Source: an optimization exercise on an open RTL-to-GDS flow (aim: small area, a short achievable clock period and few clock cycles per item). Production flows keep margins and buffers that such runs may drop.
Where RTL was checked, it was by simulation tests only, not by an equivalence proof against the original.

== the previous run ==
// IIR
module IIR #(
    parameter DW = 24,
    parameter CFGAW = 32,
    parameter CFGDW = 32,
    parameter COEFW = 18,
    parameter COEFQ = 16,
    parameter ORDER = 6,
    parameter STAGE_ORDER = 2
) (
    input  logic clk,
    input  logic rst,
    input  logic signed [DW-1:0] s_axis_tdata,
    input  logic s_axis_tvalid,
    output logic s_axis_tready,
    output logic signed [DW-1:0] m_axis_tdata,
    output logic m_axis_tvalid,
    input  logic m_axis_tready,
    input  logic cyc_i,
    input  logic stb_i,
    input  logic we_i,
    output logic ack_o,
    output logic stall_o,
    input  logic [CFGAW-1:0] addr_i,
    input  logic signed [CFGDW-1:0] data_i,
    output logic signed [CFGDW-1:0] data_o
);
==> flow/config.mk <==
export PLATFORM = sky130hd
export DESIGN_NAME = IIR
export DESIGN_NICKNAME = IIR
export VERILOG_FILES = /design/flow/design.v
export SDC_FILE = /design/flow/constraint.sdc
export NUM_CORES = 4
export LEC_CHECK = 0
export CAP_MARGIN = 20
export CORE_MARGIN = 2
export CORE_UTILIZATION = 40
export SETUP_SLACK_MARGIN = 1.9
export SLEW_MARGIN = 20
==> flow/constraint.sdc <==
create_clock -name core_clock -period 8.0 [get_ports {clk}]
set_input_delay 1.6000 -clock core_clock [delete_from_list [all_inputs] [get_ports {clk}]]
set_output_delay 1.6000 -clock core_clock [all_outputs]
set_load 0.01 [all_outputs]
run.sh (not shown) runs the stock make flow with config.mk's settings and CLKGATE_MAP_FILE= SYNTH_SCRIPT=/design/flow/synth_recipe.tcl, a recipe that flattens the netlist after the stock synthesis.
Testbench counts of the previous run, summed over its fixed seeds: cycles 2,104, items 2,048.
Relative to the previous run, the following input files were edited for the current run:
diff --git a/flow/design.v b/flow/design.v
--- a/flow/design.v
+++ b/flow/design.v
@@ -92,14 +92,14 @@
     input  logic [DW-1:0] xh1,  
     input  logic [6*COEFW-1:0] coefs,
     input  logic [2*COEFW-1:0] sels,
     output logic [DW-1:0] yo,
     output logic [DW-1:0] y2
 );
-logic [DW-1:0] y1, y1n;
-assign yo = ~y1n;
+logic [DW-1:0] y1;
+assign yo = y1;
 logic [COEFW-1:0] cb0, cb1, cb2, cn1, cn2;
 assign cb0 = coefs[0*COEFW +: COEFW];
 assign cb1 = coefs[1*COEFW +: COEFW];
 assign cb2 = coefs[2*COEFW +: COEFW];
 assign cn1 = coefs[4*COEFW +: COEFW];
 assign cn2 = coefs[5*COEFW +: COEFW];
@@ -3851,22 +3851,20 @@
         p_s <= pt_ra;
         p_c <= pt_rb;
     end
     if (adv) begin
         if (vq) begin
             y1 <= acc[39:16];
-            y1n <= ~acc[39:16];
             y2 <= yo;
             f  <= acc[15:0];
         end
     end
     if (rst) begin
         p_s <= '0;
         p_c <= '0;
         y1 <= '0;
-        y1n <= '1;
         y2 <= '0;
         f  <= '0;
     end
 end
 endmodule
 module IIR #(
### Flow results
As far as number of routed nets with antenna violations is concerned, the previous run and the current run perform about the same.
Count of buffers not belonging to the clock network in the layout: the current run > the previous run
Status: global-route usage parity (the current run, the previous run)
Density: the current run denser than the previous run
Compound-cell area share of the yosys netlist: the current run vs the previous run down 0.71 points
The current run does worse than the previous run on least setup slack across all paths after layout.
For the current run, only the layout was checked, not whether the RTL still works.

--- another note on this design; it stands on its own ---

==> flow/design.v (excerpt) <==
module IIR #(
    parameter DW = 24,
    parameter CFGAW = 32,
    parameter CFGDW = 32,
    parameter COEFW = 18,
    parameter COEFQ = 16,
    parameter ORDER = 6,
    parameter STAGE_ORDER = 2
) (
    input  logic clk,
    input  logic rst,
    input  logic signed [DW-1:0] s_axis_tdata,
    input  logic s_axis_tvalid,
    output logic s_axis_tready,
    output logic signed [DW-1:0] m_axis_tdata,
    output logic m_axis_tvalid,
    input  logic m_axis_tready,
    input  logic cyc_i,
    input  logic stb_i,
    input  logic we_i,
    output logic ack_o,
    output logic stall_o,
    input  logic [CFGAW-1:0] addr_i,
    input  logic signed [CFGDW-1:0] data_i,
    output logic signed [CFGDW-1:0] data_o
);
Size in the first run: ~20,000 cells after synthesis, about 0.19 sq mm of cells after synthesis.
export LEC_CHECK = 0
export CAP_MARGIN = 20
export CORE_MARGIN = 2
export CORE_UTILIZATION = 40
export SETUP_SLACK_MARGIN = 1.9
export SLEW_MARGIN = 20
create_clock -name core_clock -period 8.0 [get_ports {clk}]
run.sh (not shown) runs the stock make flow with config.mk's settings and CLKGATE_MAP_FILE= SYNTH_SCRIPT=/design/flow/synth_recipe.tcl, a recipe that flattens the netlist after the stock synthesis.
Testbench counts at the start, summed over its fixed seeds: cycles 2,104, items 2,048.
==> next run, changes <==
Settings changed: SETUP_SLACK_MARGIN 1.9 to 1.5.
Non-clock buffer count shrinks by 89.
Routed wire length goes down by about 1.8%.
Setup slack loses 330 ps.
Design area went down by about 0.9%.

-- port drivers added, routing unchanged --
The results above use ideal ports. As a check the final layouts listed here were re-extracted and re-timed, cells and wires unchanged. Step 1 assumes that a clkbuf_16 drives the clock port and a buf_2 every other input. Step 2 also shifts input and output timing later by t, the mid clock arrival at the registers, as if the neighbouring blocks saw the same clock. a / b / c = no drivers / after step 1 / after step 2; a / b = the first two.
| run | t (ns) | setup WS [ns] | hold slack, ns |
|---|---|---|---|
| the previous run | 1.057 | 1.891 / 1.891 / 1.021 | 0.449 / 0.449 / 0.449 |
| the current run | 1.028 | 1.825 / 1.825 / 0.809 | 0.449 / 0.449 / 0.449 |
| the first run of note 2 | 1.052 | 2.000 / 2.000 / 1.028 | 0.447 / 0.447 / 0.447 |
| the second run of note 2 | 1.048 | 1.674 / 1.674 / 1.071 | 0.449 / 0.449 / 0.449 |
After both steps setup and hold are still met in every run listed. The setup slack of the current run, which loses most, moves by 0.000 ns with the drivers and by -1.016 ns with both steps.
